Background: an optimization exercise with open tools, aiming at small area and a short achievable clock period. Do not read the settings as production practice.
RTL that was checked went through simulation tests only; none was proved equivalent to the original.
Power is estimated from default activity; no workload was simulated.

== rev 12 ==
Design FPA_final, start of the top module:
module FPA_final (
  input         clk,
  input         rst,
  input  [31:0] in1,
  input  [31:0] in2,
  output reg [31:0] OUT
);
  wire       gt_n, eq_n, fge_n, of_n;
  wire [7:0] s0_n, eL_n;
  FPA B1 (.A(in1), .B(in2), .s0(s0_n), .gt_e(gt_n), .eq_e(eq_n), .fge(fge_n),
          .eL(eL_n), .of_in(of_n));
  reg [22:0] fa, fb;
  reg        sa, sb, gt_e, eq_e, fge, of_in, rst_d;
  reg [7:0]  s0, eL;
  always @(posedge clk) begin
    fa    <= in1[22:0];
    fb    <= in2[22:0];
    sa    <= in1[31];
    sb    <= in2[31];
    s0    <= s0_n;
    gt_e  <= gt_n;
    eq_e  <= eq_n;
    fge   <= fge_n;
    eL    <= eL_n;
    of_in <= of_n;
    rst_d <= rst;
  end
  wire [31:0] C;
  Registers M (.fa(fa), .fb(fb), .sa(sa), .sb(sb), .s0(s0), .gt_e(gt_e),
               .eq_e(eq_e), .fge(fge), .eL(eL), .of_in(of_in), .Sum(C));
  always @(posedge clk) begin
    if (rst)
      OUT <= 32'd0;
    else if (rst_d)
      OUT <= 32'h00800000;
    else
      OUT <= C;
  end
endmodule
Size: about 1500 cells after synthesis, about 98 I/O pins, about 9000 um2 of cells after synthesis.
==> module Registers, before the edit <==
module Registers (
  input  [22:0] fa,
  input  [22:0] fb,
  input         sa,
  input         sb,
  input  [7:0]  s0,
  input         gt_e,
  input         eq_e,
  input         fge,
  input  [7:0]  eL,
  input         of_in,
  output [31:0] Sum
);
  wire        agb = gt_e | (eq_e & fge);    
  wire [7:0]  dd  = s0 ^ {8{~gt_e}};
  wire        sub = sa ^ sb;
  wire [23:0] ma = {1'b1, fa}, mb = {1'b1, fb};
  wire [23:0] mL = agb ? ma : mb;
  wire [23:0] mP = agb ? (gt_e ? {1'b0, mb[23:1]} : mb) : ma;
  wire [23:0] mS = (|dd[7:5]) ? 24'd0 : mP >> dd[4:0];
  wire [23:0] s;
  wire        c;
  CSA #(24) add (.a(mL), .b(mS ^ {24{sub}}), .cin(sub), .s(s), .cout(c));
  wire [24:0] r = {c ^ sub, s};
  wire [4:0]  lz;
  wire [24:0] rs;
  normalizer n (.r(r), .lz(lz), .o(rs));
  wire        z  = ~|r;
  wire [7:0]  e1 = eL + 8'd1;
  wire [7:0]  e2 = eL + 8'd2;
  wire [7:0]  pe = z ? 8'd0 : e1 - {3'd0, lz};
  wire        of = of_in | (~z & (e2 == {3'd0, lz}));
  wire        sign = (agb ? sa : sb) & ~z;
  assign Sum = of ? 32'd0 : {sign, pe, rs[23:1]};
endmodule
==> module normalizer, before the edit <==
module normalizer (input [24:0] r, output [4:0] lz, output [24:0] o);
  wire [31:0] x0 = {r, 7'd0};
  wire        z4 = ~|x0[31:16];
  wire [31:0] x1 = z4 ? {x0[15:0], 16'd0} : x0;
  wire        z3 = ~|x1[31:24];
  wire [31:0] x2 = z3 ? {x1[23:0], 8'd0} : x1;
  wire        z2 = ~|x2[31:28];
  wire [31:0] x3 = z2 ? {x2[27:0], 4'd0} : x2;
  wire        z1 = ~|x3[31:30];
  wire [31:0] x4 = z1 ? {x3[29:0], 2'd0} : x3;
  wire        z0 = ~x4[31];
  wire [31:0] x5 = z0 ? {x4[30:0], 1'd0} : x4;
  assign lz = {z4, z3, z2, z1, z0};
  assign o  = x5[31:7];
endmodule
==> module FPA, before the edit <==
module FPA (
  input  [31:0] A,
  input  [31:0] B,
  output [7:0]  s0,       
  output        gt_e,     
  output        eq_e,     
  output        fge,      
  output [7:0]  eL,       
  output        of_in     
);
  wire [7:0] ea = A[30:23], eb = B[30:23];
  CSA #(8) c (.a(ea), .b(~eb), .cin(1'b0), .s(s0), .cout(gt_e));
  assign eq_e = ea == eb;
  four_bit_adder #(23) cmp (.a(A[22:0]), .b(B[22:0]), .ge(fge));
  assign eL    = gt_e ? ea : eb;
  assign of_in = (&ea) | (&eb);
endmodule
==> module FPA_final, before the edit <==
module FPA_final (
  input         clk,
  input         rst,
  input  [31:0] in1,
  input  [31:0] in2,
  output reg [31:0] OUT
);
  wire       gt_n, eq_n, fge_n, of_n;
  wire [7:0] s0_n, eL_n;
  FPA B1 (.A(in1), .B(in2), .s0(s0_n), .gt_e(gt_n), .eq_e(eq_n), .fge(fge_n),
          .eL(eL_n), .of_in(of_n));
  reg [22:0] fa, fb;
  reg        sa, sb, gt_e, eq_e, fge, of_in, rst_d;
  reg [7:0]  s0, eL;
  always @(posedge clk) begin
    fa    <= in1[22:0];
    fb    <= in2[22:0];
    sa    <= in1[31];
    sb    <= in2[31];
    s0    <= s0_n;
    gt_e  <= gt_n;
    eq_e  <= eq_n;
    fge   <= fge_n;
    eL    <= eL_n;
    of_in <= of_n;
    rst_d <= rst;
  end
  wire [31:0] C;
  Registers M (.fa(fa), .fb(fb), .sa(sa), .sb(sb), .s0(s0), .gt_e(gt_e),
               .eq_e(eq_e), .fge(fge), .eL(eL), .of_in(of_in), .Sum(C));
  always @(posedge clk) begin
    if (rst)
      OUT <= 32'd0;
    else if (rst_d)
      OUT <= 32'h00800000;
    else
      OUT <= C;
  end
endmodule
clock: 22.0 ns
lec_check: 0
abc_area: 1
cap_margin: 20
core_margin: 2
core_utilization: 40
slew_margin: 20
setup_slack_margin: 15.3
buffer_ports_args: -buffer_cell sky130_fd_sc_hd__buf_1
standard.sh (not shown) runs the stock make flow with config.mk's settings and CLKGATE_MAP_FILE= SYNTH_SCRIPT=/design/flow/synth_recipe.tcl, a recipe that flattens the netlist after the stock synthesis.
==> flow/flow/run.sh <==
#!/bin/bash
# Standard layout with three changes: the full/half-adder extraction pass is
# skipped in synthesis (ABC maps the prefix adders directly), the ports get
# sky130 buf_1 buffers, and the repair passes aim below the design's period.
cp config.mk config_orig.log
cat >> config.mk <<'EOC'
export ADDER_MAP_FILE =
export SETUP_SLACK_MARGIN = 15.3
export BUFFER_PORTS_ARGS = -buffer_cell sky130_fd_sc_hd__buf_1
EOC
bash standard.sh > standard_run.log 2>&1
Input-level comparison between rev 13 and rev 12:
--- a/flow/design.v
+++ b/flow/design.v
@@ -7,9 +7,8 @@
   input         gt_e,
   input         eq_e,
   input         fge,
   input  [7:0]  eL,
-  input         of_in,
   output [31:0] Sum
 );
   wire        agb = gt_e | (eq_e & fge);    
   wire [7:0]  dd  = s0 ^ {8{~gt_e}};
@@ -28,9 +27,9 @@
   wire        z  = ~|r;
   wire [7:0]  e1 = eL + 8'd1;
   wire [7:0]  e2 = eL + 8'd2;
   wire [7:0]  pe = z ? 8'd0 : e1 - {3'd0, lz};
-  wire        of = of_in | (~z & (e2 == {3'd0, lz}));
+  wire        of = (&eL) | (~z & (e2 == {3'd0, lz}));
   wire        sign = (agb ? sa : sb) & ~z;
   assign Sum = of ? 32'd0 : {sign, pe, rs[23:1]};
 endmodule
 module four_bit_adder #(parameter N = 23) (input [N-1:0] a, input [N-1:0] b, output ge);
@@ -58,19 +57,40 @@
   assign cout = g[N-1];
 endmodule
 module normalizer (input [24:0] r, output [4:0] lz, output [24:0] o);
   wire [31:0] x0 = {r, 7'd0};
-  wire        z4 = ~|x0[31:16];
-  wire [31:0] x1 = z4 ? {x0[15:0], 16'd0} : x0;
-  wire        z3 = ~|x1[31:24];
-  wire [31:0] x2 = z3 ? {x1[23:0], 8'd0} : x1;
-  wire        z2 = ~|x2[31:28];
-  wire [31:0] x3 = z2 ? {x2[27:0], 4'd0} : x2;
-  wire        z1 = ~|x3[31:30];
-  wire [31:0] x4 = z1 ? {x3[29:0], 2'd0} : x3;
-  wire        z0 = ~x4[31];
-  wire [31:0] x5 = z0 ? {x4[30:0], 1'd0} : x4;
-  assign lz = {z4, z3, z2, z1, z0};
+  reg  [15:0] a1, c1;    
+  reg  [7:0]  a2;
+  reg  [15:0] c2;
+  reg  [3:0]  a3;
+  reg  [11:0] c3;
+  reg  [1:0]  a4;
+  reg  [7:0]  c4;
+  integer g;
+  always @* begin
+    for (g = 0; g < 16; g = g + 1) begin
+      a1[g] = ~(x0[2*g+1] | x0[2*g]);
+      c1[g] = ~x0[2*g+1];
+    end
+    for (g = 0; g < 8; g = g + 1) begin
+      a2[g] = a1[2*g+1] & a1[2*g];
+      c2[2*g +: 2] = a1[2*g+1] ? {1'b1, c1[2*g]} : {1'b0, c1[2*g+1]};
+    end
+    for (g = 0; g < 4; g = g + 1) begin
+      a3[g] = a2[2*g+1] & a2[2*g];
+      c3[3*g +: 3] = a2[2*g+1] ? {1'b1, c2[4*g +: 2]} : {1'b0, c2[4*g+2 +: 2]};
+    end
+    for (g = 0; g < 2; g = g + 1) begin
+      a4[g] = a3[2*g+1] & a3[2*g];
+      c4[4*g +: 4] = a3[2*g+1] ? {1'b1, c3[6*g +: 3]} : {1'b0, c3[6*g+3 +: 3]};
+    end
+  end
+  assign lz = a4[1] ? {1'b1, c4[3:0]} : {1'b0, c4[7:4]};
+  wire [31:0] x1 = lz[4] ? {x0[15:0], 16'd0} : x0;
+  wire [31:0] x2 = lz[3] ? {x1[23:0], 8'd0} : x1;
+  wire [31:0] x3 = lz[2] ? {x2[27:0], 4'd0} : x2;
+  wire [31:0] x4 = lz[1] ? {x3[29:0], 2'd0} : x3;
+  wire [31:0] x5 = lz[0] ? {x4[30:0], 1'd0} : x4;
   assign o  = x5[31:7];
 endmodule
 module FPA (
   input  [31:0] A,
@@ -78,31 +98,29 @@
   output [7:0]  s0,       
   output        gt_e,     
   output        eq_e,     
   output        fge,      
-  output [7:0]  eL,       
-  output        of_in     
+  output [7:0]  eL        
 );
   wire [7:0] ea = A[30:23], eb = B[30:23];
   CSA #(8) c (.a(ea), .b(~eb), .cin(1'b0), .s(s0), .cout(gt_e));
   assign eq_e = ea == eb;
   four_bit_adder #(23) cmp (.a(A[22:0]), .b(B[22:0]), .ge(fge));
   assign eL    = gt_e ? ea : eb;
-  assign of_in = (&ea) | (&eb);
 endmodule
 module FPA_final (
   input         clk,
   input         rst,
   input  [31:0] in1,
   input  [31:0] in2,
   output reg [31:0] OUT
 );
-  wire       gt_n, eq_n, fge_n, of_n;
+  wire       gt_n, eq_n, fge_n;
   wire [7:0] s0_n, eL_n;
   FPA B1 (.A(in1), .B(in2), .s0(s0_n), .gt_e(gt_n), .eq_e(eq_n), .fge(fge_n),
-          .eL(eL_n), .of_in(of_n));
+          .eL(eL_n));
   reg [22:0] fa, fb;
-  reg        sa, sb, gt_e, eq_e, fge, of_in, rst_d;
+  reg        sa, sb, gt_e, eq_e, fge, rst_d;
   reg [7:0]  s0, eL;
   always @(posedge clk) begin
     fa    <= in1[22:0];
     fb    <= in2[22:0];
@@ -112,14 +130,13 @@
     gt_e  <= gt_n;
     eq_e  <= eq_n;
     fge   <= fge_n;
     eL    <= eL_n;
-    of_in <= of_n;
     rst_d <= rst;
   end
   wire [31:0] C;
   Registers M (.fa(fa), .fb(fb), .sa(sa), .sb(sb), .s0(s0), .gt_e(gt_e),
-               .eq_e(eq_e), .fge(fge), .eL(eL), .of_in(of_in), .Sum(C));
+               .eq_e(eq_e), .fge(fge), .eL(eL), .Sum(C));
   always @(posedge clk) begin
     if (rst)
       OUT <= 32'd0;
     else if (rst_d)
## What came out
- Rev 13: part of the cycle the worst path needs higher than rev 12
- Looking at end point of the critical path, the OUT[2]$_SDFF_PP0_ result is from rev 12; the eL[3]$_DFF_P_ one comes from rev 13.
- Summary: wire length of the first global-routing pass, rev 13 better than rev 12
- [compare] base=rev 12 new=rev 13: switching portion of total power lower, arithmetic-cell share of the synthesized area counting full adders, half adders and majority gates roughly the same, total wire length after detailed routing now smaller.
- Number of cells on the critical path: rev 13 < rev 12

---

FPA_final with an RTL version that a note above also has.
For scale: about 1500 cells after synthesis, ~100 flip-flops.
==> module Registers, before the edit <==
module Registers (
  input  [22:0] fa,
  input  [22:0] fb,
  input         sa,
  input         sb,
  input  [7:0]  s0,
  input         gt_e,
  input         eq_e,
  input         fge,
  input  [7:0]  eL,
  output [31:0] Sum
);
  wire        agb = gt_e | (eq_e & fge);    
  wire [7:0]  dd  = s0 ^ {8{~gt_e}};
  wire        sub = sa ^ sb;
  wire [23:0] ma = {1'b1, fa}, mb = {1'b1, fb};
  wire [23:0] mL = agb ? ma : mb;
  wire [23:0] mP = agb ? (gt_e ? {1'b0, mb[23:1]} : mb) : ma;
  wire [23:0] mS = (|dd[7:5]) ? 24'd0 : mP >> dd[4:0];
  wire [23:0] s;
  wire        c;
  CSA #(24) add (.a(mL), .b(mS ^ {24{sub}}), .cin(sub), .s(s), .cout(c));
  wire [24:0] r = {c ^ sub, s};
  wire [4:0]  lz;
  wire [24:0] rs;
  normalizer n (.r(r), .lz(lz), .o(rs));
  wire        z  = ~|r;
  wire [7:0]  e1 = eL + 8'd1;
  wire [7:0]  e2 = eL + 8'd2;
  wire [7:0]  pe = z ? 8'd0 : e1 - {3'd0, lz};
  wire        of = (&eL) | (~z & (e2 == {3'd0, lz}));
  wire        sign = (agb ? sa : sb) & ~z;
  assign Sum = of ? 32'd0 : {sign, pe, rs[23:1]};
endmodule
==> module FPA, before the edit <==
module FPA (
  input  [31:0] A,
  input  [31:0] B,
  output [7:0]  s0,       
  output        gt_e,     
  output        eq_e,     
  output        fge,      
  output [7:0]  eL        
);
  wire [7:0] ea = A[30:23], eb = B[30:23];
  CSA #(8) c (.a(ea), .b(~eb), .cin(1'b0), .s(s0), .cout(gt_e));
  assign eq_e = ea == eb;
  four_bit_adder #(23) cmp (.a(A[22:0]), .b(B[22:0]), .ge(fge));
  assign eL    = gt_e ? ea : eb;
endmodule
==> module FPA_final, before the edit <==
module FPA_final (
  input         clk,
  input         rst,
  input  [31:0] in1,
  input  [31:0] in2,
  output reg [31:0] OUT
);
  wire       gt_n, eq_n, fge_n;
  wire [7:0] s0_n, eL_n;
  FPA B1 (.A(in1), .B(in2), .s0(s0_n), .gt_e(gt_n), .eq_e(eq_n), .fge(fge_n),
          .eL(eL_n));
  reg [22:0] fa, fb;
  reg        sa, sb, gt_e, eq_e, fge, rst_d;
  reg [7:0]  s0, eL;
  always @(posedge clk) begin
    fa    <= in1[22:0];
    fb    <= in2[22:0];
    sa    <= in1[31];
    sb    <= in2[31];
    s0    <= s0_n;
    gt_e  <= gt_n;
    eq_e  <= eq_n;
    fge   <= fge_n;
    eL    <= eL_n;
    rst_d <= rst;
  end
  wire [31:0] C;
  Registers M (.fa(fa), .fb(fb), .sa(sa), .sb(sb), .s0(s0), .gt_e(gt_e),
               .eq_e(eq_e), .fge(fge), .eL(eL), .Sum(C));
  always @(posedge clk) begin
    if (rst)
      OUT <= 32'd0;
    else if (rst_d)
      OUT <= 32'h00800000;
    else
      OUT <= C;
  end
endmodule
clock: 22.0 ns
lec_check: 0
abc_area: 1
cap_margin: 20
core_margin: 2
core_utilization: 40
slew_margin: 20
setup_slack_margin: 15.8
buffer_ports_args: -buffer_cell sky130_fd_sc_hd__buf_1
==> flow/flow/run.sh <==
#!/bin/bash
# Standard layout with three changes: the full/half-adder extraction pass is
# skipped in synthesis (ABC maps the prefix adders directly), the ports get
# sky130 buf_1 buffers, and the repair passes aim below the design's period.
cp config.mk config_orig.log
cat >> config.mk <<'EOC'
export ADDER_MAP_FILE =
export SETUP_SLACK_MARGIN = 15.8
export BUFFER_PORTS_ARGS = -buffer_cell sky130_fd_sc_hd__buf_1
EOC
bash standard.sh > standard_run.log 2>&1
The starting point completed with no timing, DRC or antenna violations.
Next try:
--- a/flow/design.v
+++ b/flow/design.v
@@ -2,16 +2,20 @@
   input  [22:0] fa,
   input  [22:0] fb,
   input         sa,
   input         sb,
-  input  [7:0]  s0,
+  input  [7:0]  ea,
+  input  [7:0]  eb,
   input         gt_e,
   input         eq_e,
   input         fge,
-  input  [7:0]  eL,
   output [31:0] Sum
 );
   wire        agb = gt_e | (eq_e & fge);    
+  wire [7:0]  s0;
+  wire        unused_c;
+  CSA #(8) ediff (.a(ea), .b(~eb), .cin(1'b0), .s(s0), .cout(unused_c));
+  wire [7:0]  eL  = gt_e ? ea : eb;         
   wire [7:0]  dd  = s0 ^ {8{~gt_e}};
   wire        sub = sa ^ sb;
   wire [23:0] ma = {1'b1, fa}, mb = {1'b1, fb};
   wire [23:0] mL = agb ? ma : mb;
@@ -94,19 +98,16 @@
 endmodule
 module FPA (
   input  [31:0] A,
   input  [31:0] B,
-  output [7:0]  s0,       
   output        gt_e,     
   output        eq_e,     
-  output        fge,      
-  output [7:0]  eL        
+  output        fge       
 );
   wire [7:0] ea = A[30:23], eb = B[30:23];
-  CSA #(8) c (.a(ea), .b(~eb), .cin(1'b0), .s(s0), .cout(gt_e));
+  assign gt_e = ea > eb;
   assign eq_e = ea == eb;
   four_bit_adder #(23) cmp (.a(A[22:0]), .b(B[22:0]), .ge(fge));
-  assign eL    = gt_e ? ea : eb;
 endmodule
 module FPA_final (
   input         clk,
   input         rst,
@@ -114,29 +115,27 @@
   input  [31:0] in2,
   output reg [31:0] OUT
 );
   wire       gt_n, eq_n, fge_n;
-  wire [7:0] s0_n, eL_n;
-  FPA B1 (.A(in1), .B(in2), .s0(s0_n), .gt_e(gt_n), .eq_e(eq_n), .fge(fge_n),
-          .eL(eL_n));
+  FPA B1 (.A(in1), .B(in2), .gt_e(gt_n), .eq_e(eq_n), .fge(fge_n));
   reg [22:0] fa, fb;
   reg        sa, sb, gt_e, eq_e, fge, rst_d;
-  reg [7:0]  s0, eL;
+  reg [7:0]  ea, eb;
   always @(posedge clk) begin
     fa    <= in1[22:0];
     fb    <= in2[22:0];
     sa    <= in1[31];
     sb    <= in2[31];
-    s0    <= s0_n;
+    ea    <= in1[30:23];
     gt_e  <= gt_n;
     eq_e  <= eq_n;
     fge   <= fge_n;
-    eL    <= eL_n;
+    eb    <= in2[30:23];
     rst_d <= rst;
   end
   wire [31:0] C;
-  Registers M (.fa(fa), .fb(fb), .sa(sa), .sb(sb), .s0(s0), .gt_e(gt_e),
-               .eq_e(eq_e), .fge(fge), .eL(eL), .Sum(C));
+  Registers M (.fa(fa), .fb(fb), .sa(sa), .sb(sb), .ea(ea), .eb(eb), .gt_e(gt_e),
+               .eq_e(eq_e), .fge(fge), .Sum(C));
   always @(posedge clk) begin
     if (rst)
       OUT <= 32'd0;
     else if (rst_d)
Outcome: Count of clock-buffer cells in the layout is unchanged. Clock skew is about the same. Sequential power is lower by a few percent. Design area is higher by a little under a tenth. First-iteration DRC count is higher by about a fifth. Routed wire length is higher by about a fifth. Die area is higher by a little under a tenth. Sequential share of layout area is lower by 1.4 points. Worst setup slack gains 11 ps. Area after synthesis is higher by a little under a tenth. Critical path depth is higher by 2. Fmax hardly moves. Total power is higher by a little under a tenth.
For the second run of this note, only the layout was checked, not whether the RTL still works.

## what the ideal ports hide
No port has a modelled driver above. Below, the same layouts with a new extraction and two added sets of constraints. Step 1 assumes that a clkbuf_16 drives the clock port and a buf_2 every other input. Step 2 also shifts input and output timing later by t, the mid clock arrival at the registers, as if the neighbouring blocks saw the same clock. Slacks: no drivers / after step 1 / after step 2; pairs: no drivers / after step 1.
| run | shift t [ns] | setup WS [ns] | hold slack, ns | worst register clock-pin slew, ns |
|---|---|---|---|---|
| rev 12 | 0.406 | 15.912 / 15.912 / 15.534 | 0.466 / 0.466 / 0.466 | 0.08 / 0.08 |
| rev 13 | 0.407 | 15.677 / 15.700 / 15.293 | 0.451 / 0.451 / 0.451 | 0.08 / 0.08 |
| the first run of note 2 | 0.403 | 15.996 / 16.022 / 15.619 | 0.459 / 0.459 / 0.459 | 0.08 / 0.08 |
| the second run of note 2 | 0.410 | 16.007 / 16.025 / 15.614 | 0.564 / 0.564 / 0.564 | 0.09 / 0.09 |
After both steps setup and hold are still met in every run listed. For the second run of note 2, which loses most, drivers alone change the setup slack by +0.018 ns; drivers and shift together by -0.393 ns.
